Source: an optimization exercise on an open RTL-to-GDS flow (aim: small area). Production flows keep margins and buffers that such runs may drop. Where RTL was checked, it was by simulation tests only, not by an equivalence proof against the original. The RTL of run 3 was laid out without a check of its function. Power and IR drop assume default switching activity.

File: flow/design.v
module rst_synch(RST_n, clk, rst_n);
input RST_n, clk;
output reg rst_n;
reg out1;
always @(posedge clk, negedge RST_n)
  if (!RST_n) begin
    out1 <= 1'b0;
    rst_n <= 1'b0;
  end else begin
    out1 <= 1'b1;
    rst_n <= out1;
  end
endmodule
module SPI_mstr16(clk, rst_n, wrt, MISO, SS_n, SCLK, busy, front, shft, bit_cnt, sclk_cnt, MISO_smpl, first_smpl);
input clk, rst_n, wrt, MISO;
output SS_n;
output SCLK;
output busy;			 
output front;			 
output reg shft;		 
output reg [3:0] bit_cnt;
output [4:0] sclk_cnt;		 
output reg MISO_smpl;
output reg first_smpl;		 
localparam IDLE = 2'd0, FRONT = 2'd1, GO = 2'd2, BACK = 2'd3;
reg [1:0] state, nxt_state;
reg [4:0] sclk_div;
reg en_SCLK;
wire [8:0] cnt_inc;
wire cnt_co;
rc_inc #(9) u_cinc(.a({bit_cnt, sclk_div}), .ci(1'b1), .s(cnt_inc), .co(cnt_co));
wire sclk_all1 = &sclk_div;
wire bit_all1 = &bit_cnt;
assign SCLK = sclk_div[4];
assign sclk_cnt = sclk_div;
wire smpl = ~sclk_div[4] & (&sclk_div[3:0]);
wire shft_nxt = sclk_all1;
assign busy = (state != IDLE);
assign SS_n = ~busy;
assign front = (state == FRONT);
always @(posedge clk, negedge rst_n)
	if(!rst_n)
		state <= IDLE;
	else
		state <= nxt_state;
always @(posedge clk, negedge rst_n)
	if(!rst_n)
		sclk_div[4] <= 1'b0;
	else if(SS_n)
		sclk_div[4] <= 1'b1;
	else if(en_SCLK)
		sclk_div[4] <= cnt_inc[4];
always @(posedge clk)
	if(SS_n)
		{bit_cnt, sclk_div[3:0]} <= 8'hF7;
	else if(en_SCLK)
		{bit_cnt, sclk_div[3:0]} <= {cnt_inc[8:5], cnt_inc[3:0]};
always @(posedge clk)
	if(smpl)
		MISO_smpl <= MISO;
always @(posedge clk, negedge rst_n)
	if(!rst_n)
		first_smpl <= 1'b0;
	else if(shft & (state == GO) & (bit_cnt == 4'h0))
		first_smpl <= MISO_smpl;
always @* begin
	nxt_state = state;
	shft = 1'b0;
	en_SCLK = 1'b0;
	case(state)
	  IDLE : if(wrt) nxt_state = FRONT;
	  FRONT : begin
		en_SCLK = 1'b1;
		if(shft_nxt) nxt_state = GO;
	  end
	  GO : begin
		if(bit_all1) nxt_state = BACK;
		else begin
			en_SCLK = 1'b1;
			shft = shft_nxt;
		end
	  end
	  default : begin	 
		if(shft_nxt) begin
			nxt_state = IDLE;
			shft = 1'b1;
		end else
			en_SCLK = 1'b1;
	  end
	endcase
end
endmodule
module A2D_intf(clk, rst_n, nxt, MISO, lft_ld, rght_ld, batt_low, a2d_SS_n, SCLK, MOSI);
input clk, rst_n, nxt;
input MISO;
output reg [11:0] lft_ld, rght_ld;
output batt_low;
output a2d_SS_n, SCLK, MOSI;
wire busy, shft, MISO_smpl, first_smpl;
wire [3:0] bit_cnt;
reg wrt, update;
reg [1:0] rnd_cnt;
reg [11:0] rd;		 
reg batt11;		 
wire done = ~busy;
SPI_mstr16 SPI(.clk(clk), .rst_n(rst_n), .wrt(wrt), .MISO(MISO), .SS_n(a2d_SS_n), .SCLK(SCLK),
		.busy(busy), .front(), .shft(shft), .bit_cnt(bit_cnt), .sclk_cnt(), .MISO_smpl(MISO_smpl), .first_smpl(first_smpl));
wire [2:0] chnl = {rnd_cnt[0] | rnd_cnt[1], 1'b0, rnd_cnt[1]};
reg cmd_bit;
always @* begin
	case(bit_cnt)
	  4'd2: cmd_bit = chnl[2];
	  4'd3: cmd_bit = chnl[1];
	  4'd4: cmd_bit = chnl[0];
	  default: cmd_bit = 1'b0;
	endcase
end
assign MOSI = busy ? cmd_bit : first_smpl;
always @(posedge clk)
	if(shft)
		rd <= {rd[10:0], MISO_smpl};
always @(posedge clk, negedge rst_n)
	if(!rst_n)
		rnd_cnt <= 2'b00;
	else if(update)
		rnd_cnt <= {rnd_cnt[0], ~rnd_cnt[0] & ~rnd_cnt[1]};
always @(posedge clk, negedge rst_n)
	if(!rst_n)
		lft_ld <= 12'h000;
	else if(update & ~rnd_cnt[0] & ~rnd_cnt[1])
		lft_ld <= rd;
always @(posedge clk, negedge rst_n)
	if(!rst_n)
		rght_ld <= 12'h000;
	else if(update & rnd_cnt[0])
		rght_ld <= rd;
always @(posedge clk, negedge rst_n)
	if(!rst_n)
		batt11 <= 1'b0;
	else if(update & rnd_cnt[1])
		batt11 <= rd[11];
assign batt_low = ~batt11;
localparam IDLE = 2'd0, SEND_1ST = 2'd1, WAIT_1 = 2'd2, SEND_2ND = 2'd3;
reg [1:0] state, nxt_state;
always @(posedge clk, negedge rst_n)
	if(!rst_n)
		state <= IDLE;
	else
		state <= nxt_state;
always @* begin
	nxt_state = state;
	wrt = 1'b0;
	update = 1'b0;
	case(state)
	  IDLE : if(nxt) begin nxt_state = SEND_1ST; wrt = 1'b1; end
	  SEND_1ST : if(done) nxt_state = WAIT_1;
	  WAIT_1 : begin nxt_state = SEND_2ND; wrt = 1'b1; end
	  default : if(done) begin nxt_state = IDLE; update = 1'b1; end
	endcase
end
endmodule
module UART_rcv(clk, rst_n, RX, clr_rdy, rdy_g, rdy_s);
input clk, rst_n;
input RX;
input clr_rdy;
output rdy_g, rdy_s;		 
reg state;			 
reg [3:0] bit_cnt;
reg [11:0] baud_cnt;
reg rx_ff1, rx_ff2;
reg gm, sm;			 
localparam [11:0] BAUD_END = 12'h800, BAUD_HALF = 12'h564, BAUD_FULL = 12'hE47;
wire shift = (baud_cnt == BAUD_END);
wire [11:0] baud_step = {baud_cnt[10:0], baud_cnt[11] ^ baud_cnt[10]};
wire [3:0] bit_inc;
wire bit_co;
rc_inc #(4) u_binc(.a(bit_cnt), .ci(1'b1), .s(bit_inc), .co(bit_co));
wire start = ~state & ~rx_ff2;
wire last = state & (bit_cnt == 4'b1010);
always @(posedge clk or negedge rst_n)
  if (!rst_n)
    state <= 1'b0;
  else if (start)
    state <= 1'b1;
  else if (last)
    state <= 1'b0;
always @(posedge clk)
  if (start)
    bit_cnt <= 4'b0000;
  else if (shift)
    bit_cnt <= bit_inc;
always @(posedge clk)
  if (start)
    baud_cnt <= BAUD_HALF;
  else if (shift)
    baud_cnt <= BAUD_FULL;
  else
    baud_cnt <= baud_step;
reg exp_g, exp_s, dbit;
always @* begin
  dbit = 1'b1;
  exp_g = 1'b0;
  exp_s = 1'b0;
  case (bit_cnt)
    4'd1: begin exp_g = 1'b1; exp_s = 1'b1; end
    4'd2: begin exp_g = 1'b1; exp_s = 1'b1; end
    4'd3: begin exp_g = 1'b1; exp_s = 1'b0; end
    4'd4: begin exp_g = 1'b0; exp_s = 1'b0; end
    4'd5: begin exp_g = 1'b0; exp_s = 1'b1; end
    4'd6: begin exp_g = 1'b1; exp_s = 1'b1; end
    4'd7: begin exp_g = 1'b1; exp_s = 1'b1; end
    4'd8: begin exp_g = 1'b0; exp_s = 1'b0; end
    default: dbit = 1'b0;
  endcase
end
always @(posedge clk or negedge rst_n)
  if (!rst_n) begin
    gm <= 1'b0;
    sm <= 1'b0;
  end else if (start) begin
    gm <= 1'b1;
    sm <= 1'b1;
  end else if (clr_rdy) begin
    gm <= 1'b0;
    sm <= 1'b0;
  end else if (shift & dbit & state) begin
    gm <= gm & (rx_ff2 == exp_g);
    sm <= sm & (rx_ff2 == exp_s);
  end
always_ff @(posedge clk or negedge rst_n)
  if (!rst_n)
    begin
      rx_ff1 <= 1'b1;
      rx_ff2 <= 1'b1;
    end
  else
    begin
      rx_ff1 <= RX;
      rx_ff2 <= rx_ff1;
    end
assign rdy_g = ~state & gm;
assign rdy_s = ~state & sm;
endmodule
module Auth_blk(clk, rst_n, RX, rider_off, pwr_up);
input clk, rst_n, RX, rider_off;
output reg pwr_up;
wire g, s;
reg clr_rx_rdy;
UART_rcv RCV(.clk(clk), .rst_n(rst_n), .RX(RX), .clr_rdy(clr_rx_rdy), .rdy_g(g), .rdy_s(s));
localparam OFF = 2'd0, PWR1 = 2'd1, PWR2 = 2'd2;
reg [1:0] state, nxt_state;
always @(posedge clk, negedge rst_n)
	if(!rst_n)
		state <= OFF;
	else
		state <= nxt_state;
always @* begin
	nxt_state = OFF;
	pwr_up = 1'b0;
	clr_rx_rdy = 1'b0;
	case(state)
	  OFF : if(g) begin nxt_state = PWR1; pwr_up = 1'b1; clr_rx_rdy = 1'b1; end
	  PWR1 : begin
		pwr_up = 1'b1;
		if(s) begin nxt_state = PWR2; clr_rx_rdy = 1'b1; end
		else nxt_state = PWR1;
	  end
	  PWR2 : begin
		if(g) begin nxt_state = PWR1; pwr_up = 1'b1; clr_rx_rdy = 1'b1; end
		else if(!rider_off) begin nxt_state = PWR2; pwr_up = 1'b1; end
	  end
	  default : ;
	endcase
end
endmodule
module PWM11(clk, rst_n, cnt, clr, PWM_sig);
input clk, rst_n;
input [10:0] cnt;
input clr;
output reg PWM_sig;
always @(posedge clk, negedge rst_n)
  if(!rst_n)
    PWM_sig <= 1'b0;
  else if(clr)
    PWM_sig <= 1'b0;
  else if(~|cnt)
    PWM_sig <= 1'b1;
endmodule
module mtr_drv(clk, rst_n, cnt, pwr_up, lft_ge, rght_ge, lft_rev, rght_rev, PWM_rev_lft, PWM_rev_rght, PWM_frwrd_lft, PWM_frwrd_rght);
input clk, rst_n;
input [10:0] cnt;
input pwr_up;			 
input lft_ge, rght_ge;		 
input lft_rev, rght_rev;
output PWM_rev_lft, PWM_rev_rght;
output PWM_frwrd_lft, PWM_frwrd_rght;
wire lft_pwm_sig, rght_pwm_sig;
assign PWM_rev_lft = lft_rev & lft_pwm_sig;
assign PWM_frwrd_lft = ~lft_rev & lft_pwm_sig;
assign PWM_rev_rght = rght_rev & rght_pwm_sig;
assign PWM_frwrd_rght = ~rght_rev & rght_pwm_sig;
PWM11 l_pwm(.clk(clk), .rst_n(rst_n), .cnt(cnt), .clr(~pwr_up | lft_ge), .PWM_sig(lft_pwm_sig)),
      r_pwm(.clk(clk), .rst_n(rst_n), .cnt(cnt), .clr(~pwr_up | rght_ge), .PWM_sig(rght_pwm_sig));
endmodule
module Piezo_Timer(clk, rst_n, reset, steer_en_tmr_full, cnt16_full, cnt);
input clk, rst_n, reset;
output steer_en_tmr_full;
output cnt16_full;
output reg [26:0] cnt;
wire [26:0] nxt;
wire [27:0] c;
assign c[0] = 1'b1;
genvar i;
generate for (i = 0; i < 27; i = i + 1) begin : g
	assign nxt[i] = cnt[i] ^ c[i];
	assign c[i+1] = cnt[i] & c[i];
end endgenerate
assign steer_en_tmr_full = c[15];	 
assign cnt16_full = c[16];		 
always @(posedge clk, negedge rst_n)
	if(!rst_n)
		cnt <= 27'h0;
	else if(reset)
		cnt <= 27'h0;
	else
		cnt <= nxt;
endmodule
module piezo(clk, rst_n, en_steer, ovr_spd, batt_low, steer_en_clr_tmr, piezo, piezo_n, steer_en_tmr_full, cnt16_full);
input clk, rst_n, en_steer, ovr_spd, batt_low, steer_en_clr_tmr;
output piezo, piezo_n, steer_en_tmr_full, cnt16_full;
wire wave;
wire [26:0] cnt;
wire any = en_steer | ovr_spd | batt_low;
Piezo_Timer piezo_timer(.clk(clk), .rst_n(rst_n), .reset(~any & steer_en_clr_tmr), .cnt(cnt), .steer_en_tmr_full(steer_en_tmr_full), .cnt16_full(cnt16_full));
assign wave = 	(ovr_spd) ? (~cnt[12] & ~cnt[24]) :
		(en_steer) ? (~cnt[14] & ~cnt[25] & ~cnt[26]) : 1'b0;
assign piezo = (wave | (batt_low & ~cnt[15] & cnt[26] & ~cnt[25]));
assign piezo_n = any & ~piezo;
endmodule
module inertial_integrator(clk, rst_n, vld, ld_cmp, cmp_en, sclk_cnt, bit_cnt, ptch_rt, AZ, ptch);
input clk, rst_n, vld, ld_cmp;
input cmp_en;			 
input [4:0] sclk_cnt;		 
input [3:0] bit_cnt;		 
input [15:0] ptch_rt, AZ;
output [15:0] ptch;
reg [26:0] ptch_int;
reg [16:0] inc;
reg cmp;
assign ptch = ptch_int[26:11];
wire [26:0] ptch_int_nxt;
wire pn_co;
rc_add #(27) u_pn(.a(ptch_int), .b({{10{inc[16]}}, inc}), .ci(1'b0), .s(ptch_int_nxt), .co(pn_co));
wire [15:0] p = ptch_int_nxt[26:11];
reg [7:0] dl;			 
reg oc;				 
reg asgn;			 
reg [2:0] sc;			 
reg az_k, pb_k, off_k;
always @* begin
  az_k = asgn;
  case (sclk_cnt)
    5'd23: az_k = AZ[0];   5'd24: az_k = AZ[1];   5'd25: az_k = AZ[2];
    5'd26: az_k = AZ[3];   5'd27: az_k = AZ[4];   5'd28: az_k = AZ[5];
    5'd29: az_k = AZ[6];   5'd30: az_k = AZ[7];   5'd31: az_k = AZ[8];
    5'd0:  az_k = AZ[9];   5'd1:  az_k = AZ[10];  5'd2:  az_k = AZ[11];
    5'd3:  az_k = AZ[12];  5'd4:  az_k = AZ[13];  5'd5:  az_k = AZ[14];
    5'd6:  az_k = AZ[15];
    default: ;
  endcase
  off_k = (sclk_cnt == 5'd30) | (sclk_cnt == 5'd31);	 
  pb_k = 1'b0;
  case (sclk_cnt)
    5'd4:  pb_k = ~p[0];   5'd5:  pb_k = ~p[1];   5'd6:  pb_k = ~p[2];
    5'd7:  pb_k = ~p[3];   5'd8:  pb_k = ~p[4];   5'd9:  pb_k = ~p[5];
    5'd10: pb_k = ~p[6];   5'd11: pb_k = ~p[7];   5'd12: pb_k = ~p[8];
    5'd13: pb_k = ~p[9];   5'd14: pb_k = ~p[10];  5'd15: pb_k = ~p[11];
    5'd16: pb_k = ~p[12];  5'd17: pb_k = ~p[13];  5'd18: pb_k = ~p[14];
    5'd19: pb_k = ~p[15];  5'd20: pb_k = ~p[15];
    default: ;
  endcase
end
wire in_az = (sclk_cnt[4] & (sclk_cnt[3] | (sclk_cnt[2] & sclk_cnt[1] & sclk_cnt[0]))) |	 
	     (~sclk_cnt[4] & ~sclk_cnt[3] & ~(sclk_cnt[2] & sclk_cnt[1] & sclk_cnt[0]));	 
wire a_k = in_az ? (az_k ^ off_k ^ oc) : asgn;
wire oc_n = (az_k & off_k) | (az_k & oc) | (off_k & oc);
wire nak = ~a_k;
wire f1s = dl[7] ^ dl[5] ^ dl[2];
wire f1c = (dl[7] & dl[5]) | (dl[7] & dl[2]) | (dl[5] & dl[2]);
wire f2s = nak ^ pb_k ^ sc[0];
wire f2c = (nak & pb_k) | (nak & sc[0]) | (pb_k & sc[0]);
wire x_k = f1s ^ f2s;			 
wire h0c = f1s & f2s;
wire f3s = f1c ^ f2c ^ h0c;
wire f3c = (f1c & f2c) | (f1c & h0c) | (f2c & h0c);
wire t1 = f3s ^ sc[1];
wire h1c = f3s & sc[1];
wire t2 = f3c ^ h1c ^ sc[2];
wire t3 = (f3c & h1c) | (f3c & sc[2]) | (h1c & sc[2]);
wire [2:0] sc_n = {t3, t2, t1};
always @(posedge clk) begin
  if (ld_cmp) begin
    dl <= 8'h00;
    oc <= 1'b0;
    sc <= 3'd1;
  end else begin
    dl <= {dl[6:0], a_k};
    oc <= oc_n;
    sc <= sc_n;
  end
  if (sclk_cnt == 5'd6)
    asgn <= a_k;
  if (cmp_en & (bit_cnt == 4'd0) & (sclk_cnt == 5'd20))
    cmp <= ~x_k;
end
wire [15:0] rtc;
wire rtc_co;
rc_add #(16) u_rtc(.a(ptch_rt), .b(16'hFC3E), .ci(1'b0), .s(rtc), .co(rtc_co));
wire [16:0] inc_nxt;
wire in_co;
rc_add #(17) u_in(.a(~{rtc[15], rtc}), .b({{6{~cmp}}, 1'b1, 10'h000}), .ci(1'b1), .s(inc_nxt), .co(in_co));
always @(posedge clk, negedge rst_n)
	if(!rst_n) begin
		ptch_int <= 27'h0;
		inc <= 17'h007C2;
	end else if(vld) begin
		ptch_int <= ptch_int_nxt;
		inc <= inc_nxt;
	end
endmodule
module inert_intf(clk, rst_n, vld, ptch, SS_n, SCLK, MOSI, MISO, INT, init_go);
  input clk, rst_n;
  input INT;
  input init_go;		 
  output vld;
  output [15:0] ptch;
  input MISO;
  output SS_n, SCLK, MOSI;
  reg INT1, INT_stable;
  reg [7:0] ptchL, ptchH, AZL;
  reg [7:0] rd;			 
  localparam INIT1 = 4'd0, INIT2 = 4'd1, INIT3 = 4'd2, INIT4 = 4'd3, WAIT = 4'd4,
	     RD1 = 4'd5, RD2 = 4'd6, RD3 = 4'd7, RD4 = 4'd8;
  reg [3:0] state, nxt_state;
  wire done = ~busy & (state != INIT1);
  reg wrt;
  wire busy, front, shft, MISO_smpl, first_smpl;
  wire [3:0] bit_cnt;
  wire [4:0] sclk_cnt;
  SPI_mstr16 iSPI(.clk(clk), .rst_n(rst_n), .wrt(wrt), .MISO(MISO), .SS_n(SS_n), .SCLK(SCLK),
		  .busy(busy), .front(front), .shft(shft), .bit_cnt(bit_cnt), .sclk_cnt(sclk_cnt), .MISO_smpl(MISO_smpl), .first_smpl(first_smpl));
  inertial_integrator iINT(.clk(clk), .rst_n(rst_n), .vld(vld), .ld_cmp((state == RD3) & done),
			   .cmp_en(state == RD4), .sclk_cnt(sclk_cnt), .bit_cnt(bit_cnt),
			   .ptch_rt({ptchH, ptchL}), .AZ({rd, AZL}), .ptch(ptch));
  reg [15:0] cip;
  always @* begin
    case(state)
      INIT2: cip = 16'h0D02;
      INIT3: cip = 16'h1053;
      INIT4: cip = 16'h1150;
      WAIT:  cip = 16'h1460;
      RD1:   cip = 16'hA200;
      RD2:   cip = 16'hA300;
      RD3:   cip = 16'hAC00;
      RD4:   cip = 16'hAD00;
      default: cip = 16'h0D02;
    endcase
  end
  assign MOSI = busy ? cip[front ? 4'hF : ~bit_cnt] : first_smpl;
  always @(posedge clk)
    if(shft)
      rd <= {rd[6:0], MISO_smpl};
  always_ff@(posedge clk) begin
    INT1 <= INT;
    INT_stable <= INT1;
  end
  always_ff@(posedge clk, negedge rst_n)
    if(!rst_n)
      state <= INIT1;
    else
      state <= nxt_state;
  always_comb begin
    wrt = 1'b0;
    nxt_state = state;
    case(state)
      INIT1: if(init_go) begin wrt = 1'b1; nxt_state = INIT2; end
      INIT2: if(done) begin wrt = 1'b1; nxt_state = INIT3; end
      INIT3: if(done) begin wrt = 1'b1; nxt_state = INIT4; end
      INIT4: if(done) begin wrt = 1'b1; nxt_state = WAIT; end
      WAIT:  if(done & INT_stable) begin wrt = 1'b1; nxt_state = RD1; end
      RD1:   if(done) begin wrt = 1'b1; nxt_state = RD2; end
      RD2:   if(done) begin wrt = 1'b1; nxt_state = RD3; end
      RD3:   if(done) begin wrt = 1'b1; nxt_state = RD4; end
      RD4:   if(done) nxt_state = WAIT;
      default: nxt_state = INIT1;
    endcase
  end
  assign vld = (state == RD4) & done;
  always_ff@(posedge clk)
    if((state == WAIT) & done & INT_stable)
      ptchL <= rd;
  always_ff@(posedge clk)
    if((state == RD1) & done)
      ptchH <= rd;
  always_ff@(posedge clk)
    if((state == RD2) & done)
      AZL <= rd;
endmodule
module balance_cntrl(clk, rst_n, vld, pwr_up, ptch, ld_cell_diff, rider_off, en_steer,
		     cnt_nxt, lft_ge, lft_rev, rght_ge, rght_rev, too_fast);
  input clk, rst_n;
  input vld;
  input pwr_up;
  input [15:0] ptch;
  input [11:0] ld_cell_diff;
  input rider_off;
  input en_steer;
  input [10:0] cnt_nxt;		 
  output lft_ge;		 
  output lft_rev;
  output rght_ge;
  output rght_rev;
  output too_fast;
  reg [17:0] full_integrator;
  reg [9:0] prev_ptch_err, intermediate;
  wire [9:0] e = ptch[15] ? (&ptch[14:9] ? ptch[9:0] : 10'h200) :
			     (|ptch[14:9] ? 10'h1FF : ptch[9:0]);
  wire [17:0] next_integrator;
  wire ni_co;
  rc_add #(18) u_int(.a(full_integrator), .b({{8{e[9]}}, e}), .ci(1'b0), .s(next_integrator), .co(ni_co));
  wire ov = (e[9] & full_integrator[17] & ~next_integrator[17]) |
	    (~e[9] & ~full_integrator[17] & next_integrator[17]);
  always @(posedge clk)
	if(rider_off | ~pwr_up)
		full_integrator <= 18'h0;
	else if(vld & ~ov)
		full_integrator <= next_integrator;
  always @(posedge clk, negedge rst_n)
	if(!rst_n) begin
		prev_ptch_err <= 10'h0;
		intermediate <= 10'h0;
	end
	else if(vld) begin
		prev_ptch_err <= intermediate;
		intermediate <= e;
	end
  wire [9:0] dd;
  wire dd_co;
  rc_add #(10) u_dd(.a(e), .b(~prev_ptch_err), .ci(1'b1), .s(dd), .co(dd_co));
  wire [6:0] d = dd[9] ? (&dd[8:6] ? dd[6:0] : 7'h40) :
			 (|dd[8:6] ? 7'h3F : dd[6:0]);
  wire [11:0] I = full_integrator[13:2];
  wire [14:0] pid;
  pid_sum u_pid(.e(e), .d(d), .I(I), .y(pid));
  wire [11:0] dif = ld_cell_diff;
  wire [14:0] D8 = {{6{dif[11]}}, dif[11:3]};
  wire nz = |dif[2:0];
  wire neg = dif[11] & (|dif[10:0]);
  wire [14:0] st_l = en_steer ? (neg ? D8 : ~D8) : 15'h0;
  wire [14:0] st_r = en_steer ? (neg ? ~D8 : D8) : 15'h0;
  wire ci_l = en_steer & (neg ? nz : 1'b1);
  wire ci_r = en_steer & neg & ~nz;
  wire [14:0] tl, tr;
  wire tl_co, tr_co;
  rc_add #(15) u_tl(.a(pid), .b(st_l), .ci(ci_l), .s(tl), .co(tl_co));
  rc_add #(15) u_tr(.a(pid), .b(st_r), .ci(ci_r), .s(tr), .co(tr_co));
  wire [10:0] lspd_n, rspd_n;
  wire lrev_n, rrev_n;
  torque_shape u_l(.t(tl), .spd(lspd_n), .rev(lrev_n));
  torque_shape u_r(.t(tr), .spd(rspd_n), .rev(rrev_n));
  wire lge_n, rge_n;
  rc_carry #(11) u_lge(.a(cnt_nxt), .b(~lspd_n), .ci(1'b1), .co(lge_n));
  rc_carry #(11) u_rge(.a(cnt_nxt), .b(~rspd_n), .ci(1'b1), .co(rge_n));
  wire tf_n = (lspd_n[10] & lspd_n[9] & (|lspd_n[8:0])) | (rspd_n[10] & rspd_n[9] & (|rspd_n[8:0]));
  reg lft_ge_f, rght_ge_f, lft_rev_f, rght_rev_f, tf_f;
  always_ff@(posedge clk) begin
		lft_ge_f <= lge_n;
		rght_ge_f <= rge_n;
		lft_rev_f <= lrev_n;
		rght_rev_f <= rrev_n;
		tf_f <= tf_n;
  end
  assign lft_ge = lft_ge_f;
  assign rght_ge = rght_ge_f;
  assign lft_rev = lft_rev_f;
  assign rght_rev = rght_rev_f;
  assign too_fast = pwr_up & tf_f;
endmodule
module torque_shape(input [14:0] t, output [10:0] spd, output rev);
  assign rev = t[14];
  wire [13:0] oc = t[13:0] ^ {14{t[14]}};	 
  wire big = (|oc[13:7]) | (oc[6] & (oc[5] | oc[4] | oc[3] | (oc[2] & (oc[1] | (rev & oc[0])))));
  wire [10:0] adj;
  wire adj_co;
  rc_add #(11) u_adj(.a(oc[10:0]), .b(11'd980), .ci(rev), .s(adj), .co(adj_co));
  wire sat = adj_co | (|oc[13:11]);
  wire [6:0] a;
  wire a_co;
  rc_inc #(7) u_a(.a(oc[6:0]), .ci(rev), .s(a), .co(a_co));
  wire [10:0] m;
  wire m_co;
  rc_add #(11) u_m(.a({a, 4'b0000}), .b(~{4'b0000, a}), .ci(1'b1), .s(m), .co(m_co));
  assign spd = big ? (sat ? 11'h7FF : adj) : m;
endmodule
module pid_sum(input [9:0] e, input [6:0] d, input [11:0] I, output [14:0] y);
  wire s0 = ~e[0] ^ I[1] ^ 1'b1;
  wire c0 = (~e[0] & I[1]) | (~e[0] & 1'b1) | (I[1] & 1'b1);
  wire s1 = ~e[1] ^ d[0] ^ I[2];
  wire c1 = (~e[1] & d[0]) | (~e[1] & I[2]) | (d[0] & I[2]);
  wire s2 = ~e[2] ^ d[1] ^ I[3];
  wire c2 = (~e[2] & d[1]) | (~e[2] & I[3]) | (d[1] & I[3]);
  wire s3 = e[0] ^ ~e[3] ^ d[0];
  wire c3 = (e[0] & ~e[3]) | (e[0] & d[0]) | (~e[3] & d[0]);
  wire s4 = d[2] ^ I[4] ^ c2;
  wire c4 = (d[2] & I[4]) | (d[2] & c2) | (I[4] & c2);
  wire s5 = e[1] ^ ~e[4] ^ d[1];
  wire c5 = (e[1] & ~e[4]) | (e[1] & d[1]) | (~e[4] & d[1]);
  wire s6 = d[3] ^ I[5] ^ c3;
  wire c6 = (d[3] & I[5]) | (d[3] & c3) | (I[5] & c3);
  wire s7 = c4 ^ s5 ^ s6;
  wire c7 = (c4 & s5) | (c4 & s6) | (s5 & s6);
  wire s8 = e[2] ^ ~e[5] ^ d[2];
  wire c8 = (e[2] & ~e[5]) | (e[2] & d[2]) | (~e[5] & d[2]);
  wire s9 = d[4] ^ I[6] ^ c5;
  wire c9 = (d[4] & I[6]) | (d[4] & c5) | (I[6] & c5);
  wire s10 = c6 ^ c7 ^ s8;
  wire c10 = (c6 & c7) | (c6 & s8) | (c7 & s8);
  wire s11 = e[3] ^ ~e[6] ^ d[3];
  wire c11 = (e[3] & ~e[6]) | (e[3] & d[3]) | (~e[6] & d[3]);
  wire s12 = d[5] ^ I[7] ^ c8;
  wire c12 = (d[5] & I[7]) | (d[5] & c8) | (I[7] & c8);
  wire s13 = c9 ^ c10 ^ s11;
  wire c13 = (c9 & c10) | (c9 & s11) | (c10 & s11);
  wire s14 = e[4] ^ ~e[7] ^ d[4];
  wire c14 = (e[4] & ~e[7]) | (e[4] & d[4]) | (~e[7] & d[4]);
  wire s15 = ~d[6] ^ I[8] ^ 1'b1;
  wire c15 = (~d[6] & I[8]) | (~d[6] & 1'b1) | (I[8] & 1'b1);
  wire s16 = c11 ^ c12 ^ c13;
  wire c16 = (c11 & c12) | (c11 & c13) | (c12 & c13);
  wire s17 = s14 ^ s15 ^ s16;
  wire c17 = (s14 & s15) | (s14 & s16) | (s15 & s16);
  wire s18 = e[5] ^ ~e[8] ^ d[5];
  wire c18 = (e[5] & ~e[8]) | (e[5] & d[5]) | (~e[8] & d[5]);
  wire s19 = I[9] ^ 1'b1 ^ c14;
  wire c19 = (I[9] & 1'b1) | (I[9] & c14) | (1'b1 & c14);
  wire s20 = c15 ^ c16 ^ c17;
  wire c20 = (c15 & c16) | (c15 & c17) | (c16 & c17);
  wire s21 = s18 ^ s19 ^ s20;
  wire c21 = (s18 & s19) | (s18 & s20) | (s19 & s20);
  wire s22 = e[6] ^ e[9] ^ ~d[6];
  wire c22 = (e[6] & e[9]) | (e[6] & ~d[6]) | (e[9] & ~d[6]);
  wire s23 = I[10] ^ 1'b1 ^ c18;
  wire c23 = (I[10] & 1'b1) | (I[10] & c18) | (1'b1 & c18);
  wire s24 = c19 ^ c20 ^ c21;
  wire c24 = (c19 & c20) | (c19 & c21) | (c20 & c21);
  wire s25 = s22 ^ s23 ^ s24;
  wire c25 = (s22 & s23) | (s22 & s24) | (s23 & s24);
  wire s26 = e[7] ^ ~I[11] ^ 1'b1;
  wire c26 = (e[7] & ~I[11]) | (e[7] & 1'b1) | (~I[11] & 1'b1);
  wire s27 = c22 ^ c23 ^ c24;
  wire c27 = (c22 & c23) | (c22 & c24) | (c23 & c24);
  wire s28 = c25 ^ s26 ^ s27;
  wire c28 = (c25 & s26) | (c25 & s27) | (s26 & s27);
  wire s29 = e[8] ^ c26 ^ c27;
  wire c29 = (e[8] & c26) | (e[8] & c27) | (c26 & c27);
  wire [14:0] r1 = {1'b1, ~e[9], c28, s28, s25, s21, s17, s12, s9, s7, s3, c1, c0, s0, I[0]};
  wire [14:0] r2 = {1'b0, c29, s29, 1'b0, 1'b0, 1'b0, 1'b0, s13, s10, 1'b0, s4, s2, s1, 1'b0, 1'b0};
  wire co;
  rc_add #(15) u_add(.a(r1), .b(r2), .ci(1'b0), .s(y), .co(co));
endmodule
module steer_en_SM(clk, rst_n, lft_load, rght_load, tmr_full, en_steer, rider_off, clr_tmr, load_cell_diff);
  input clk;
  input rst_n;
  input [11:0] lft_load, rght_load;
  input tmr_full;
  output reg en_steer;
  output reg rider_off;
  output reg clr_tmr;
  output [11:0] load_cell_diff;
  localparam IDLE = 2'd0, WAIT = 2'd1, STEER = 2'd2;
  reg [1:0] state, nxt_state;
  wire [11:0] sum_lo;
  wire sum_hi;
  rc_add #(12) u_sum(.a(lft_load), .b(rght_load), .ci(1'b0), .s(sum_lo), .co(sum_hi));
  wire [12:0] sum = {sum_hi, sum_lo};
  wire sum_gt_min = sum > 13'h220;
  wire sum_lt_min = sum < 13'h1E0;
  wire [11:0] dif;
  wire dif_co;
  rc_add #(12) u_dif(.a(lft_load), .b(~rght_load), .ci(1'b1), .s(dif), .co(dif_co));
  wire sgn = dif[11];
  wire [11:0] dif_oc = dif ^ {12{sgn}};
  assign load_cell_diff = dif;	 
  wire diff_gt_1_4;
  rc_carry #(12) u_c14(.a(dif_oc), .b(~{1'b0, sum[12:2]}), .ci(sgn), .co(diff_gt_1_4));
  wire [8:0] q = sum[12:4];
  wire [11:0] y_lo;
  wire y_co;
  rc_add #(12) u_y(.a(dif_oc), .b({3'b000, q}), .ci(sgn), .s(y_lo), .co(y_co));
  wire [12:0] y = {y_co, y_lo};
  wire diff_gt_15_16;
  rc_carry #(9) u_c1516(.a(y[12:4]), .b(~q), .ci(|y[3:0]), .co(diff_gt_15_16));
  always_ff@(posedge clk, negedge rst_n)
    if(!rst_n)
      state <= IDLE;
    else
      state <= nxt_state;
  always_comb begin
    clr_tmr = 0;
    en_steer = 0;
    rider_off = 1;
    nxt_state = IDLE;
    case(state)
    IDLE: if(sum_gt_min) begin
      clr_tmr = 1;
      rider_off = 0;
      nxt_state = WAIT;
    end
    WAIT: if(sum_lt_min) begin
      rider_off = 1;
      nxt_state = IDLE;
    end
    else if(diff_gt_1_4) begin
      clr_tmr = 1;
      nxt_state = WAIT;
      rider_off = 0;
    end
    else if(tmr_full) begin
      en_steer = 1;
      nxt_state = STEER;
      rider_off = 0;
    end
    else begin
      nxt_state = WAIT;
      rider_off = 0;
    end
    STEER: if(sum_lt_min) begin
      rider_off = 1;
      nxt_state = IDLE;
    end
    else if(diff_gt_15_16) begin
      clr_tmr = 1;
      nxt_state = WAIT;
      rider_off = 0;
    end
    else begin
      en_steer = 1;
      nxt_state = STEER;
      rider_off = 0;
    end
    default: nxt_state = IDLE;
    endcase
  end
endmodule
module Segway(clk,RST_n,LED,INERT_SS_n,INERT_MOSI,
              INERT_SCLK,INERT_MISO,A2D_SS_n,A2D_MOSI,A2D_SCLK,
			  A2D_MISO,PWM_rev_rght,PWM_frwrd_rght,PWM_rev_lft,
			  PWM_frwrd_lft,piezo_n,piezo,INT,RX);
  input clk,RST_n;
  input INERT_MISO;
  input A2D_MISO;
  input INT;
  input RX;
  output [7:0] LED;
  output A2D_SS_n, INERT_SS_n;
  output A2D_MOSI, INERT_MOSI;
  output A2D_SCLK, INERT_SCLK;
  output PWM_rev_rght, PWM_frwrd_rght;
  output PWM_rev_lft, PWM_frwrd_lft;
  output piezo_n,piezo;
  wire rst_n;
  wire [11:0] lft_ld, rght_ld;
  wire batt_low;
  wire pwr_up;
  wire [15:0] ptch;
  wire vld;
  wire lft_rev, rght_rev, too_fast;
  wire rider_off, en_steer;
  wire [11:0] load_cell_diff;
  wire steer_en_tmr_full, steer_en_clr_tmr;
  wire [10:0] tmr16, tmr16_nxt;
  wire lft_ge, rght_ge;
  wire init_go;
  assign LED = ptch[15:8];
  free_tmr iTMR(.clk(clk), .rst_n(rst_n), .cnt(tmr16), .nxt(tmr16_nxt));
  A2D_intf a2d_intf_DUT(.clk(clk), .rst_n(rst_n), .nxt(vld), .MISO(A2D_MISO),
			.lft_ld(lft_ld), .rght_ld(rght_ld), .batt_low(batt_low),
			.a2d_SS_n(A2D_SS_n), .SCLK(A2D_SCLK), .MOSI(A2D_MOSI));
  Auth_blk auth_blk_DUT(.clk(clk), .rst_n(rst_n), .RX(RX), .rider_off(rider_off), .pwr_up(pwr_up));
  mtr_drv mtr_drv_DUT(.clk(clk), .rst_n(rst_n), .cnt(tmr16[10:0]), .pwr_up(pwr_up),
			.lft_ge(lft_ge), .rght_ge(rght_ge), .lft_rev(lft_rev), .rght_rev(rght_rev),
			.PWM_rev_lft(PWM_rev_lft), .PWM_rev_rght(PWM_rev_rght),
			.PWM_frwrd_lft(PWM_frwrd_lft), .PWM_frwrd_rght(PWM_frwrd_rght));
  piezo piezo_DUT(.clk(clk), .rst_n(rst_n), .en_steer(en_steer), .ovr_spd(too_fast),
			.batt_low(batt_low), .steer_en_clr_tmr(steer_en_clr_tmr),
			.piezo(piezo), .piezo_n(piezo_n), .steer_en_tmr_full(steer_en_tmr_full), .cnt16_full(init_go));
  inert_intf inert_intf_DUT(.clk(clk), .rst_n(rst_n), .INT(INT), .MISO(INERT_MISO), .init_go(init_go),
				.vld(vld), .ptch(ptch), .SS_n(INERT_SS_n), .SCLK(INERT_SCLK), .MOSI(INERT_MOSI));
  balance_cntrl balance_ctrl_DUT(.clk(clk), .rst_n(rst_n), .pwr_up(pwr_up), .vld(vld), .ptch(ptch),
				.ld_cell_diff(load_cell_diff), .rider_off(rider_off), .en_steer(en_steer),
				.cnt_nxt(tmr16_nxt[10:0]), .lft_ge(lft_ge), .lft_rev(lft_rev), .rght_ge(rght_ge), .rght_rev(rght_rev),
				.too_fast(too_fast));
  steer_en_SM steer_en_DUT(.clk(clk), .rst_n(rst_n), .lft_load(lft_ld), .rght_load(rght_ld),
				.tmr_full(steer_en_tmr_full), .en_steer(en_steer), .rider_off(rider_off),
				.load_cell_diff(load_cell_diff), .clr_tmr(steer_en_clr_tmr));
  rst_synch iRST(.clk(clk), .RST_n(RST_n), .rst_n(rst_n));
endmodule
module rc_add #(parameter W = 8) (input [W-1:0] a, input [W-1:0] b, input ci, output [W-1:0] s, output co);
  wire [W:0] c;
  assign c[0] = ci;
  genvar i;
  generate for (i = 0; i < W; i = i + 1) begin : g
    wire p = a[i] ^ b[i];
    assign s[i] = p ^ c[i];
    assign c[i+1] = (a[i] & b[i]) | (p & c[i]);
  end endgenerate
  assign co = c[W];
endmodule
module rc_carry #(parameter W = 8) (input [W-1:0] a, input [W-1:0] b, input ci, output co);
  wire [W:0] c;
  assign c[0] = ci;
  genvar i;
  generate for (i = 0; i < W; i = i + 1) begin : g
    assign c[i+1] = (a[i] & b[i]) | ((a[i] | b[i]) & c[i]);
  end endgenerate
  assign co = c[W];
endmodule
module rc_inc #(parameter W = 8) (input [W-1:0] a, input ci, output [W-1:0] s, output co);
  wire [W:0] c;
  assign c[0] = ci;
  genvar i;
  generate for (i = 0; i < W; i = i + 1) begin : g
    assign s[i] = a[i] ^ c[i];
    assign c[i+1] = a[i] & c[i];
  end endgenerate
  assign co = c[W];
endmodule
module free_tmr(input clk, input rst_n, output reg [10:0] cnt, output [10:0] nxt);
  wire co;
  rc_inc #(11) u_inc(.a(cnt), .ci(1'b1), .s(nxt), .co(co));
  always @(posedge clk, negedge rst_n)
    if (!rst_n) cnt <= 11'h0;
    else cnt <= nxt;
endmodule
File: flow/flow/run.sh
#!/bin/bash
# The standard layout (the standard.sh: unchanged synthesis, floorplan,
# power grid, placement, routing), with two changes: clock tree synthesis
# adds no dummy loads, and the port buffers use the smallest buffer cell.
# Each tool's output stays in the ORFS logs under orfs/logs.
set -euo pipefail
bash standard.sh \
  "CTS_ARGS=-sink_clustering_enable -repair_clock_nets -sink_clustering_size 16 -sink_clustering_max_diameter 80 -buf_list sky130_fd_sc_hd__clkbuf_8 -dont_use_dummy_load" \
  "BUFFER_PORTS_ARGS=-buffer_cell sky130_fd_sc_hd__buf_1" \
  finish > standard.log 2>&1
File: flow/standard.sh
#!/bin/bash
# synth_recipe.tcl (not shown) runs the flow's synth.tcl, then flattens the netlist and writes it again
# the make line also repeats each setting of config.mk as NAME=value (left out here)
make -C /OpenROAD-flow-scripts/flow DESIGN_CONFIG=/design/flow/config.mk WORK_HOME=/design/flow/orfs CLKGATE_MAP_FILE= SYNTH_SCRIPT=/design/flow/synth_recipe.tcl "${@:-finish}"
File: flow/config.mk
export PLATFORM = sky130hd
export DESIGN_NAME = Segway
export DESIGN_NICKNAME = Segway
export VERILOG_FILES = /design/flow/design.v
export SDC_FILE = /design/flow/constraint.sdc
export NUM_CORES = 4
export LEC_CHECK = 0
export CAP_MARGIN = 20
export CORE_MARGIN = 2
export CORE_UTILIZATION = 40
export CTS_BUF_LIST = sky130_fd_sc_hd__clkbuf_8
export CTS_CLUSTER_DIAMETER = 80
export CTS_CLUSTER_SIZE = 16
export PLACE_DENSITY = 0.6
export SLEW_MARGIN = 20
File: flow/constraint.sdc
create_clock -name core_clock -period 20.0 [get_ports {clk}]
set_input_delay 4.0000 -clock core_clock [delete_from_list [all_inputs] [get_ports {clk}]]
set_output_delay 4.0000 -clock core_clock [all_outputs]
set_load 0.01 [all_outputs]
==> results of run 1 <==
[cell usage in the layout, fill, tap and decap left out, drive strengths merged, types with 26 or more instances in the layout]
cell / instances
o21ai: 98
fa: 153
dfrtp: 148
nand2: 115
edfxtp: 48
mux2: 52
dfxtp: 72
nor2: 107
ha: 167
nor3: 34
xnor2: 37
nand3: 26
a211oi: 27
a21oi: 52
buf: 57
inv: 260
nor2b: 43
[cells by family (layout without fill, tap and decap cells)]
kind of cell,after synthesis,after routing,synth area share [%]
xor+xnor,59,59,3.306
fa+ha+maj,326,326,27.48
buf+inv,331,342,6.895
mux,63,63,3.682
compound gates,328,328,11.64
other cells,1,1,0.01974
flops,276,276,35.77
simple gates,431,431,11.21
[path summary, 6_finish.rpt]
kind                            cells past startpoint                         end  slack (ns)              startpoint
worst min register to register                      0     inert_intf_DUT.state[0]        0.32              iRST.rst_n
worst min-delay path                                0     inert_intf_DUT.state[0]        0.32              iRST.rst_n
min in group core_clock                             0   inert_intf_DUT.INT_stable        0.34     inert_intf_DUT.INT1
worst max-delay path                               78  balance_ctrl_DUT.rght_ge_f        0.78  a2d_intf_DUT.lft_ld[0]
worst max register to register                     78  balance_ctrl_DUT.rght_ge_f        0.78  a2d_intf_DUT.lft_ld[0]
max in group asynchronous                           1                  iRST.rst_n       16.72                   RST_n
[what timing repair did]
item	in CTS	in global routing
endpoints found under the setup margin	3	3
pin swaps	3	7
gates resized for setup	4	26
buffers inserted	1	1
[routing by layer]
| metal | track usage [%] | wire [um] | vias up |
|---|---|---|---|
| met5 | 0 | 0 | - |
| met4 | 4.119 | 977 | 0 |
| met3 | 2.213 | 1147 | 56 |
| met2 | 25.88 | 17690 | 172 |
| met1 | 20.76 | 17400 | 6197 |
| li1 | - | - | 6130 |
[sequential cells by signal, summed over array words and instances, names as in the netlist, 8 cells and up]
register                          cells
inert_intf_DUT.iINT.ptch_int         27
piezo_DUT.piezo_timer.cnt            27
balance_ctrl_DUT.full_integrator     18
inert_intf_DUT.iINT.inc              17
a2d_intf_DUT.lft_ld                  12
a2d_intf_DUT.rd                      12
a2d_intf_DUT.rght_ld                 12
auth_blk_DUT.RCV.baud_cnt            12
iTMR.cnt                             11
balance_ctrl_DUT.intermediate        10
balance_ctrl_DUT.prev_ptch_err       10
inert_intf_DUT.AZL                    8
inert_intf_DUT.iINT.dl                8
inert_intf_DUT.ptchH                  8
inert_intf_DUT.ptchL                  8
inert_intf_DUT.rd                     8
[stage by stage]
step / util (%) / power [mW] / setup TNS, ns
after global routing: 43.38 / 0.9988 / -0.06922
after floorplan: - / 0.6563 / 0
final: 43.38 / 0.9521 / 0
after global placement: 42.34 / 0.6685 / 0
after detailed placement: 42.35 / 0.6727 / -0.3507
after CTS: 43.11 / 0.9711 / 0
[critical path: cells and delay by family (launching register included)]
| kind | cells | cell delay [ns] |
|---|---|---|
| and+or+nand+nor | 9 | 1.10 |
| buffers and inverters | 10 | 0.54 |
| muxes | 1 | 0.31 |
| xor gates and xnor gates | 4 | 0.72 |
| DFF | 1 | 0.39 |
| adders and majority gates | 47 | 14.91 |
| AOI/OAI and AO/OA | 7 | 1.10 |
[final cells by class]
type / instances / share of cell area [%]
clock buffers: 24 / 1.629
inverters: 261 / 4.867
multi-input cells: 1208 / 54.58
flip-flops and latches: 276 / 33.53
well taps: 607 / 3.745
repair buffers: 57 / 1.647
[power by group]
group / total, mW / internal [mW] / switching (mW)
Clock: 0.293 / 0.107 / 0.186
Combinational: 0.0513 / 0.0239 / 0.0274
Sequential: 0.608 / 0.592 / 0.0160
Total: 0.952 / 0.723 / 0.229
==> summary.txt, run 1 <==
Global route
  • Vias in the first global route: 12860
  • GRT Overall Usage: 15.37%
  • Pin count of the biggest net entering global routing: 89
  • Overflow after GRT: 0
  • Initial antenna violation count: 0
  • First-pass GRT wire length: 63560 um

Cells and area
  • Final nets: 2154
  • Fin area: 20280 sq um
  • Sequential Area: 6800 sq um
  • Area Overhead vs Synth: 6.757%
  • Non-Filler Instances: 2433
  • Inserted Diodes: 0
  • Multi-input gate area: 11070 sq um
  • Fraction of layout cells with a size suffix above 1: 10.30%
  • Fill cells: 4426

Route
  • DR iter-0 viols: 805
  • WL/cell: 15.30 um
  • Antenna-violating nets left: 0
  • Routed wire length: 37220 um
  • Remaining routing DRC violations: 0
  • DRT Pass-1 Iters: 8
  • Via/cell ratio: 5.160
  • Via count: 12560

Yosys
  • Largest area contributor in the netlist: dfrtp_1
  • Post-synth top cells: 259 x inv_1, 167 x ha_1, 153 x fa_1, 148 x dfrtp_1, 115 x nand2_1
  • Register bit total from synthesis: 276
  • Number of synthesized flops with an enable pin: 48
  • Syn Inst Count: 1815
  • Fraction of registers with async set or reset after synthesis: 56.52%
  • Register area share after synthesis: 35.77%
  • Syn nets: 2141
  • Avg Cell Area, Syn: 10.47 sq um
  • Post-synth top flop: dfrtp_1
  • Yosys cell types: 89
  • Yosys warning total: 12
  • Post-synth top area share: 19.49%
  • Synthesized cell area: 19000 sq um
  • Ranking of synthesized cells by area: dfrtp_1 19%, fa_1 16%, ha_1 11%
  • Count leader, synth: inv_1

Clock tree
  • Root Buffer: clkbuf_8
  • CTS buffer count: 24
  • Hold buffers post-CTS: 0
  • Clock tree from TritonCTS: built
  • Latest clock arrival within the worst-skew pair: 0.62 ns
  • H-tree Lvls: 1
  • Clock Sinks: 276
  • Worst-path clk slew: 0.11 ns
  • Bufs on Longest Clock Path: 3

Critical path
  • Startpoint types: register
  • Critical path arrival: 19.65 ns
  • Worst Setup End Kind: register
  • Critical path required time: 20.42 ns
  • Slowest stage delay, CP: 0.47 ns
  • Most common cell on crit path: fa_2
  • Slowest cell on the critical path: fa_2
  • Max Fanout on Critical Path: 6
  • Setup CP Type: reg -> reg

Die
  • DIE WIDTH: 221.9 um
  • Starting density of the core: 40.63%
  • Core ar.: 46750 sq um
  • # IOs: 26
  • Vert. Die Dim: 221.9 um
  • Die area: 49260 sq um
  • Num rows: 79

Placement
  • PortBufs: 25
  • DP Worst Slack: -0.2380 ns
  • Post-DP Area: 19800 sq um
  • Final Wtd Congestion: 0.8664
  • Placed cells: 2406
  • Detailed Place HPWL: 28300 um

Flow run
  • MaxCap Viol Count: 0

Timing
  • Least-Margin Pin Slew: 0.9980 ns
  • Final Cycle Share: 96.12%
  • Fin worst setup slack: 0.7761 ns
  • Final setup vio count: 0
  • Worst hold slack: 0.3166 ns
  • Hold Vio Cnt, Final: 0
  • Worst clock skew: 0.08445 ns
  • Max Freq: 52.02 MHz
  • Worst slew margin: 33.02%
  • Minimum clock period: 19.22 ns
  • Max-slew violation count: 0

Hold path
  • Hold crit path type: reg -> async

Pwr
  • Leakage power: 8.928 nW
  • Power per cell area: 46.94 nW/um^2
  • Max VDD drop: 0.05458 mV

Status
  • Status: complete, no violations
==> run 2, diff against run 1 <==
--- a/flow/config.mk
+++ b/flow/config.mk
@@ -6,5 +6,5 @@
 export NUM_CORES = 4
 export LEC_CHECK = 0
-export CAP_MARGIN = 20
+export CAP_MARGIN = 0
 export CORE_MARGIN = 2
 export CORE_UTILIZATION = 40
@@ -13,3 +13,3 @@
 export CTS_CLUSTER_SIZE = 16
 export PLACE_DENSITY = 0.6
-export SLEW_MARGIN = 20
+export SLEW_MARGIN = 0
==> run 2 against run 1 <==
Against the previous run:
- clock power is essentially flat
- cell area is essentially flat
- utilization is essentially flat
- critical path type unchanged
- area after synthesis is the same
- total power is essentially flat
- still clean
- sequential power is essentially flat
- first-iteration DRC count grew 9.7%
==> summary.txt, run 2 <==
Hold path
  • Hold crit path type: reg -> async

Route
  • Remaining routing DRC violations: 0 (unchanged)
  • DRT Pass-1 Iters: 5 (-3)
  • WL/cell: 15.18 um (-0.78%)
  • Antenna-violating nets left: 0 (unchanged)
  • Via count: 12570 (+0.088%)
  • Via/cell ratio: 5.163 (about the same)
  • Routed wire length: 36940 um (-0.74%)
  • DR iter-0 viols: 883 (+9.7%)

Die
  • DIE WIDTH: 221.9 um (unchanged)
  • Num rows: 79 (unchanged)
  • Starting density of the core: 40.63% (unchanged)
  • Vert. Die Dim: 221.9 um (unchanged)
  • Die area: 49260 sq um (unchanged)
  • # IOs: 26 (unchanged)
  • Core ar.: 46750 sq um (unchanged)

Global route
  • GRT Overall Usage: 15.51% (+0.14 points)
  • Pin count of the biggest net entering global routing: 89 (unchanged)
  • Overflow after GRT: 0 (unchanged)
  • First-pass GRT wire length: 64290 um (+1.1%)
  • Vias in the first global route: 12940 (+0.61%)
  • Initial antenna violation count: 0 (unchanged)

Placement
  • Placed cells: 2406 (unchanged)
  • Detailed Place HPWL: 28250 um (-0.19%)
  • Final Wtd Congestion: 0.8664 (unchanged)
  • PortBufs: 25 (unchanged)

Pwr
  • Max VDD drop: 0.03946 mV (-28%)
  • Power per cell area: 46.91 nW/um^2 (about the same)
  • Leakage power: 8.947 nW (+0.21%)

Clock tree
  • Clock tree from TritonCTS: built
  • Hold buffers post-CTS: 0 (unchanged)
  • H-tree Lvls: 1 (unchanged)
  • Latest clock arrival within the worst-skew pair: 0.60 ns (-0.02 ns)
  • Clock Sinks: 276 (unchanged)
  • Bufs on Longest Clock Path: 3 (unchanged)
  • Worst-path clk slew: 0.11 ns (about the same)
  • Root Buffer: clkbuf_8
  • CTS buffer count: 24 (unchanged)

Timing
  • Setup TNS: 0 ns (unchanged)
  • Minimum clock period: 19.21 ns (-0.01548 ns)
  • Max Freq: 52.06 MHz (about the same)
  • Worst clock skew: 0.06029 ns (-0.02416 ns)
  • Hold Vio Cnt, Final: 0 (unchanged)
  • Final Cycle Share: 96.04% (about the same)
  • Worst slew margin: 18.40% (-15 points)
  • Max-slew violation count: 0 (unchanged)
  • Worst hold slack: 0.2960 ns (-0.02054 ns)
  • Final setup vio count: 0 (unchanged)
  • Least-Margin Pin Slew: 1.223 ns (+0.2246 ns)

Flow run
  • MaxCap Viol Count: 0 (unchanged)

Yosys
  • Syn Inst Count: 1815 (unchanged)
  • Post-synth top cells: 259 x inv_1, 167 x ha_1, 153 x fa_1, 148 x dfrtp_1, 115 x nand2_1
  • Post-synth top flop: dfrtp_1
  • Syn nets: 2141 (unchanged)
  • Largest area contributor in the netlist: dfrtp_1
  • Register area share after synthesis: 35.77% (unchanged)
  • Yosys warning total: 12 (unchanged)
  • Register bit total from synthesis: 276 (unchanged)
  • Number of synthesized flops with an enable pin: 48 (unchanged)
  • Post-synth top area share: 19.49% (unchanged)
  • Ranking of synthesized cells by area: dfrtp_1 19%, fa_1 16%, ha_1 11%
  • Fraction of registers with async set or reset after synthesis: 56.52% (unchanged)
  • Yosys cell types: 89 (unchanged)
  • Synthesized cell area: 19000 sq um (unchanged)
  • Avg Cell Area, Syn: 10.47 sq um (unchanged)
  • Count leader, synth: inv_1

Critical path
  • Slowest cell on the critical path: fa_2
  • Worst Setup End Kind: register
  • Slowest stage delay, CP: 0.47 ns (about the same)
  • Most common cell on crit path: fa_2
  • Max Fanout on Critical Path: 6 (unchanged)
  • Worst reg2reg path startpoint: a2d_intf_DUT.lft_ld[0]
  • Critical path arrival: 19.66 ns (about the same)
  • Critical path's top delay family: adder cells
  • Startpoint types: register
  • R2R Setup Slk: 0.79 ns (+0.02 ns)
  • CP Buf/Inv Count: 10 (unchanged)
  • CP Launch Point: a2d_intf_DUT.lft_ld[0]
  • Setup CP Type: reg -> reg
  • Critical path required time: 20.45 ns (+0.03 ns)

Cells and area
  • Commonest non-fill, non-tap cell in the layout: inv_1
  • Commonest non-fill, non-tap cells in the layout: 259 x inv_1, 166 x ha_1, 147 x dfrtp_1
  • Largest regs: inert_intf_DUT.iINT.ptch_int (27), piezo_DUT.piezo_timer.cnt (27), balance_ctrl_DUT.full_integrator (18)
  • Inserted Diodes: 0 (unchanged)
  • Area Overhead vs Synth: 6.777% (about the same)
  • Final nets: 2155 (+0.046%)
  • Non-Filler Instances: 2434 (+0.041%)
  • Fraction of layout cells with a size suffix above 1: 10.18% (-0.12 points)

Status
  • Status: complete, no violations
-- run 2: repair_timing --
| item | in CTS | in global routing |
|---|---|---|
| resized for setup | 3 | 26 |
| pin swaps | 3 | 10 |
| endpoints found under the hold margin | 0 | 0 |
| buffers inserted | 1 | 3 |
| endpoints found under the setup margin | 2 | 3 |
-- run 2: kinds of logic after synthesis --
family | Yosys count | synth area share (%)
AOI/OAI and AO/OA | 328 | 11.64
xor gates and xnor gates | 59 | 3.306
adders and majority gates | 326 | 27.48
buffers and inverters | 331 | 6.895
DFF | 276 | 35.77
muxes | 63 | 3.682
other | 1 | 0.01974
and+or+nand+nor | 431 | 11.21
-- run 2: per-layer routing --
metal | part of all wire [%] | GRT usage (%) | vias up
li1 | - | - | 6141
met3 | 3.0 | 1.908 | 55
met5 | 0 | 0 | -
met2 | 48 | 26.12 | 190
met1 | 47 | 21.29 | 6180
met4 | 2.2 | 3.814 | 0
-- run 2: power breakdown --
part           total [mW]  switching, mW  internal (mW)
registers           0.608         0.0156          0.592
logic              0.0513         0.0274         0.0239
clock network       0.293          0.185          0.107
total               0.952          0.228          0.723
-- run 2: cell type report --
cell class | count | area, sq um
clock buffer | 24 | 330.3
fill | 4448 | 26470
inverter | 261 | 987.2
tap | 607 | 759.5
multi-input combinational | 1208 | 11070
sequential | 276 | 6800
timing repair buffer | 58 | 341.6
-- run 2: per-stage QoR --
step	cell area, sq um	setup slack, ns	utilization (%)	power, mW
2_1_floorplan	19020	0.08013	-	0.6563
3_3_place_gp	19800	0.2194	42.34	0.6685
3_5_place_dp	19800	-0.2188	42.34	0.6727
4_1_cts	20150	0.04081	43.10	0.9716
5_1_grt	20290	-0.06431	43.39	1.002
6_report	20290	0.7916	43.39	0.9515
-- run 2: worst paths after layout --
kind	depth (start not counted)	endpoint
max in group asynchronous	1	iRST.rst_n
hold reg to reg	0	inert_intf_DUT.state[0]
hold / removal	0	inert_intf_DUT.state[0]
setup / recovery	78	balance_ctrl_DUT.rght_ge_f
min in group core_clock	0	inert_intf_DUT.INT_stable
setup reg to reg	78	balance_ctrl_DUT.rght_ge_f
-- run 2: worst register-to-register path: cells and delay by family (launching register included) --
family | cells | cell delay [ns]
DFF | 1 | 0.39
and+or+nand+nor | 9 | 1.08
adders and majority gates | 47 | 15.01
muxes | 1 | 0.30
xor gates and xnor gates | 4 | 0.72
AOI/OAI and AO/OA | 7 | 1.09
buffers and inverters | 10 | 0.53
==> run 3, diff against run 2 <==
--- a/flow/design.v
+++ b/flow/design.v
@@ -338,10 +338,10 @@
 assign piezo_n = any & ~piezo;
 endmodule
-module inertial_integrator(clk, rst_n, vld, ld_cmp, cmp_en, sclk_cnt, bit_cnt, ptch_rt, AZ, ptch);
+module inertial_integrator(clk, rst_n, vld, ld_cmp, cmp_en, sclk_cnt, bit_cnt, ptch_rt_n, AZ_n, ptch);
 input clk, rst_n, vld, ld_cmp;
 input cmp_en;			 
 input [4:0] sclk_cnt;		 
 input [3:0] bit_cnt;		 
-input [15:0] ptch_rt, AZ;
+input [15:0] ptch_rt_n, AZ_n;	 
 output [15:0] ptch;
 reg [26:0] ptch_int;
@@ -361,10 +361,10 @@
   az_k = asgn;
   case (sclk_cnt)
-    5'd23: az_k = AZ[0];   5'd24: az_k = AZ[1];   5'd25: az_k = AZ[2];
-    5'd26: az_k = AZ[3];   5'd27: az_k = AZ[4];   5'd28: az_k = AZ[5];
-    5'd29: az_k = AZ[6];   5'd30: az_k = AZ[7];   5'd31: az_k = AZ[8];
-    5'd0:  az_k = AZ[9];   5'd1:  az_k = AZ[10];  5'd2:  az_k = AZ[11];
-    5'd3:  az_k = AZ[12];  5'd4:  az_k = AZ[13];  5'd5:  az_k = AZ[14];
-    5'd6:  az_k = AZ[15];
+    5'd23: az_k = ~AZ_n[0];   5'd24: az_k = ~AZ_n[1];   5'd25: az_k = ~AZ_n[2];
+    5'd26: az_k = ~AZ_n[3];   5'd27: az_k = ~AZ_n[4];   5'd28: az_k = ~AZ_n[5];
+    5'd29: az_k = ~AZ_n[6];   5'd30: az_k = ~AZ_n[7];   5'd31: az_k = ~AZ_n[8];
+    5'd0:  az_k = ~AZ_n[9];   5'd1:  az_k = ~AZ_n[10];  5'd2:  az_k = ~AZ_n[11];
+    5'd3:  az_k = ~AZ_n[12];  5'd4:  az_k = ~AZ_n[13];  5'd5:  az_k = ~AZ_n[14];
+    5'd6:  az_k = ~AZ_n[15];
     default: ;
   endcase
@@ -414,10 +414,9 @@
     cmp <= ~x_k;
 end
-wire [15:0] rtc;
-wire rtc_co;
-rc_add #(16) u_rtc(.a(ptch_rt), .b(16'hFC3E), .ci(1'b0), .s(rtc), .co(rtc_co));
-wire [16:0] inc_nxt;
+wire w = ~ptch_rt_n[15] & (ptch_rt_n[14:0] > 15'h7C3D);	 
+wire [16:0] inc_s;
 wire in_co;
-rc_add #(17) u_in(.a(~{rtc[15], rtc}), .b({{6{~cmp}}, 1'b1, 10'h000}), .ci(1'b1), .s(inc_nxt), .co(in_co));
+rc_add #(17) u_in(.a({ptch_rt_n[15], ptch_rt_n}), .b({{6{~cmp}}, 11'h7C3}), .ci(1'b0), .s(inc_s), .co(in_co));
+wire [16:0] inc_nxt = {inc_s[16] ^ w, inc_s[15:0]};
 always @(posedge clk, negedge rst_n)
 	if(!rst_n) begin
@@ -452,5 +451,5 @@
   inertial_integrator iINT(.clk(clk), .rst_n(rst_n), .vld(vld), .ld_cmp((state == RD3) & done),
 			   .cmp_en(state == RD4), .sclk_cnt(sclk_cnt), .bit_cnt(bit_cnt),
-			   .ptch_rt({ptchH, ptchL}), .AZ({rd, AZL}), .ptch(ptch));
+			   .ptch_rt_n({ptchH, ptchL}), .AZ_n({rd, AZL}), .ptch(ptch));
   reg [15:0] cip;
   always @* begin
@@ -470,5 +469,5 @@
   always @(posedge clk)
     if(shft)
-      rd <= {rd[6:0], MISO_smpl};
+      rd <= {rd[6:0], ~MISO_smpl};
   always_ff@(posedge clk) begin
     INT1 <= INT;
--- a/flow/config.mk
+++ b/flow/config.mk
@@ -6,5 +6,5 @@
 export NUM_CORES = 4
 export LEC_CHECK = 0
-export CAP_MARGIN = 0
+export CAP_MARGIN = 20
 export CORE_MARGIN = 2
 export CORE_UTILIZATION = 40
@@ -13,3 +13,3 @@
 export CTS_CLUSTER_SIZE = 16
 export PLACE_DENSITY = 0.6
-export SLEW_MARGIN = 0
+export SLEW_MARGIN = 20
==> run 3 against run 2 <==
Against the previous run:
- clock power is essentially flat
- via count grew 6.3%
- utilization is essentially flat
- die area grew 2.2%
- global-route usage grew 0.74 points
- worst setup slack lost 0.080 ns
- sequential cell count is the same
- non-clock buffer count shrank 2
- critical path depth shrank 4
- register-to-register slack lost 0.08 ns
- worst hold slack lost 0.10 ns
- area after synthesis grew 2.2%
- largest cell class unchanged
- largest power group unchanged
==> summary.txt, run 3 <==
Critical path
  • Startpoint types: register
  • Max Fanout on Critical Path: 5 (-1)
  • Critical path required time: 20.44 ns (about the same)
  • Most common cell on crit path: fa_2
  • Slowest cell on the critical path: fa_2
  • Worst Setup End Kind: register
  • Critical path arrival: 19.72 ns (+0.06 ns)
  • Slowest stage delay, CP: 0.44 ns (-0.03 ns)
  • Critical path's top delay family: adder cells

Route
  • Remaining routing DRC violations: 0 (unchanged)
  • WL/cell: 15.61 um (+2.9%)
  • Routed wire length: 39610 um (+7.2%)
  • DR iter-0 viols: 826 (-6.5%)
  • Metal3 WL: 1046 um (-6.2%)
  • M1 WL: 18150 um (+4.9%)

Yosys
  • Mux cell area share after synthesis: 4.002% (+0.32 points)
  • Number of synthesized flops with an enable pin: 48 (unchanged)
  • Area share of and/or/nand/nor cells after synthesis: 12.50% (+1.3 points)
  • Ranking of synthesized cells by area: dfrtp_1 19%, fa_1 16%, ha_1 10%
  • Post-synth top area share: 19.07% (-0.42 points)
  • Post-synth top cells: 266 x inv_1, 155 x ha_1, 154 x fa_1, 148 x dfrtp_1, 145 x nand2_1
  • Synth Area in XOR/XNOR: 2.964% (-0.34 points)
  • Avg Cell Area, Syn: 10.12 sq um (-3.3%)
  • Syn Inst Count: 1918 (+5.7%)
  • Yosys cell types: 93 (+4.5%)
  • Largest area contributor in the netlist: dfrtp_1
  • Synth Area in Compound Gates: 12.40% (+0.76 points)
  • Syn nets: 2233 (+4.3%)
  • Count leader, synth: inv_1
  • Fraction of registers with async set or reset after synthesis: 56.52% (unchanged)
  • Register bit total from synthesis: 276 (unchanged)

Clock tree
  • Root Buffer: clkbuf_8
  • Latest clock arrival within the worst-skew pair: 0.60 ns (about the same)
  • CTS buffer count: 24 (unchanged)
  • Clock tree from TritonCTS: built
  • Worst-path clk slew: 0.11 ns (about the same)
  • Clock Sinks: 276 (unchanged)
  • Hold buffers post-CTS: 0 (unchanged)
  • Bufs on Longest Clock Path: 3 (unchanged)

Cells and area
  • Inserted Diodes: 0 (unchanged)
  • Commonest non-fill, non-tap cells in the layout: 266 x inv_1, 149 x ha_1, 147 x dfrtp_1
  • Area Overhead vs Synth: 6.928%
  • Multi-input gate area: 11520 sq um (+4.1%)
  • Fill cells: 4603 (+3.5%)
  • Non-Filler Instances: 2537 (+4.2%)
  • Commonest non-fill, non-tap cell in the layout: inv_1
  • Fin area: 20760 sq um (+2.3%)
  • Final nets: 2239 (+3.9%)

Die
  • Starting density of the core: 40.58% (-0.054 points)
  • Num rows: 80 (+1.3%)

Placement
  • Placed cells: 2503 (+4.0%)
  • Final Wtd Congestion: 0.8832 (+1.9%)
  • PortBufs: 25 (unchanged)

Pwr
  • Int Power: 0.7221 mW (-0.13%)
  • Max VDD drop: 0.04957 mV (+26%)
  • Net Switching: 0.2276 mW (-0.37%)
  • Power per cell area: 45.74 nW/um^2 (-2.5%)
  • Reg power frac: 63.9% (about the same)
  • Comb pwr share: 5.3% (about the same)
  • Sw frac: 23.96% (-0.044 points)
  • Power share of the clock group: 30.8% (about the same)

Timing
  • Worst clock skew: 0.07382 ns (+0.01353 ns)
  • Max Freq: 51.84 MHz (-0.42%)
  • Worst hold slack: 0.1958 ns (-0.1002 ns)
  • Final Cycle Share: 96.44% (+0.40 points)
  • Least-Margin Pin Slew: 1.028 ns (-0.1944 ns)
  • Worst slew margin: 31.20% (+13 points)

Global route
  • Initial antenna violation count: 0 (unchanged)
  • Vias in the first global route: 13720 (+6.1%)

Hold path
  • Hold crit path type: reg -> async

Status
  • Status: complete, no violations
[run 3: changes by cell type in the layout (fill, tap and decap cells not counted), sizes merged, moves of 7 or more]
cell    change
or2         -7
and2       +27
inv         +7
nand2      +30
a211o       -8
ha         -12
o31ai       +7
o211ai     +10
o21ai      +21
mux2i      +10
nor2       +16
nand4       +7
nor2b      -24
a211oi      +7
[run 3: worst paths after layout]
check	startpoint	slack, ns	to	cells past startpoint
max	a2d_intf_DUT.lft_ld[0]	0.71	balance_ctrl_DUT.rght_ge_f	74
min	iRST.rst_n	0.20	inert_intf_DUT.state[1]	0
max reg2reg	a2d_intf_DUT.lft_ld[0]	0.71	balance_ctrl_DUT.rght_ge_f	74
min reg2reg	iRST.rst_n	0.20	inert_intf_DUT.state[1]	0
max in group asynchronous	RST_n	16.70	iRST.rst_n	1
min in group core_clock	inert_intf_DUT.INT1	0.35	inert_intf_DUT.INT_stable	0
[run 3: final cells by class]
cell class,instances,area share [%]
well taps,615,3.706
repair buffers,56,1.591
inverters,268,4.857
flip-flops and latches,276,32.75
clock buffers,24,1.591
multi-input cells,1298,55.50
[run 3: kinds of logic after synthesis]
family | count (synthesis)
compound gates | 359
mux | 71
xor+xnor | 59
buf+inv | 344
simple gates | 492
fa+ha+maj | 316
flops | 276
other cells | 1
[run 3: what timing repair did]
| action | CTS | global route |
|---|---|---|
| endpoints found under the setup margin | 1 | 2 |
| cloned | 0 | 0 |
| pin swaps | 5 | 10 |
| gates resized for setup | 9 | 24 |
| setup buffers | 7 | 3 |
[run 3: metal layers]
layer	up-vias	global-route usage, %
li1	6497	-
met1	6615	21.38
met2	207	29.08
met3	44	1.842
met4	0	2.927
met5	-	0
[run 3: worst register-to-register path: cells and delay by family, from the launching register on]
kind / cells / cell delay [ns]
AND/OR/NAND/NOR: 6 / 0.79
flip-flops: 1 / 0.39
AO/OA/AOI/OAI: 10 / 1.52
XOR/XNOR: 3 / 0.59
multiplexers: 1 / 0.23
buffers and inverters: 9 / 0.65
adder cells (fa/ha/maj): 45 / 15.01
[run 3: power groups by stage]
stage | clock (mW) | sequential (mW) | combinational [mW]
6_report | 0.292 | 0.607 | 0.0505
5_1_grt | 0.328 | 0.610 | 0.0588
4_1_cts | 0.311 | 0.607 | 0.0519
3_5_place_dp | 0 | 0.618 | 0.0517
3_3_place_gp | 0 | 0.618 | 0.0490
2_1_floorplan | 0 | 0.616 | 0.0388
[run 3: per-stage QoR]
stage	utilization, %	total power [mW]	setup WS (ns)	setup TNS [ns]
floorplan	-	0.6551	0.03320	0
global placement	42.21	0.6666	0.2482	0
detailed placement	42.22	0.6701	-0.2865	-0.2865
CTS	43.14	0.9694	0.05664	0
global route	43.39	0.9966	-0.01735	-0.01735
finish	43.39	0.9497	0.7115	0

[static timing again, ports no longer ideal]
The results above use ideal ports. As a check the final layouts listed here were re-extracted and re-timed, cells and wires unchanged.
Step 1: set_driving_cell puts a clkbuf_16 on clk and a buf_2 on each other input, an assumption about the parent block.
Step 2 adds t to the input delays and takes it off the output delays; t is the mean of the earliest and latest rising clock arrival at the registers after step 1. Input paths then give back, and output paths get back, about the clock's delay inside the block.
a / b / c = no drivers / after step 1 / after step 2; a / b = the first two.
run	t (ns)	setup slack, ns	hold WS [ns]	slew at the worst register clock pin (ns)	cell pins on the clock port's net
run 1	0.623	0.776 / 0.776 / 0.776	0.317 / 0.317 / 0.317	0.11 / 0.11	1
run 2	0.621	0.792 / 0.792 / 0.792	0.296 / 0.296 / 0.296	0.11 / 0.11	1
run 3	0.613	0.711 / 0.711 / 0.711	0.196 / 0.196 / 0.196	0.11 / 0.11	1
After both steps every run listed still meets setup and hold.
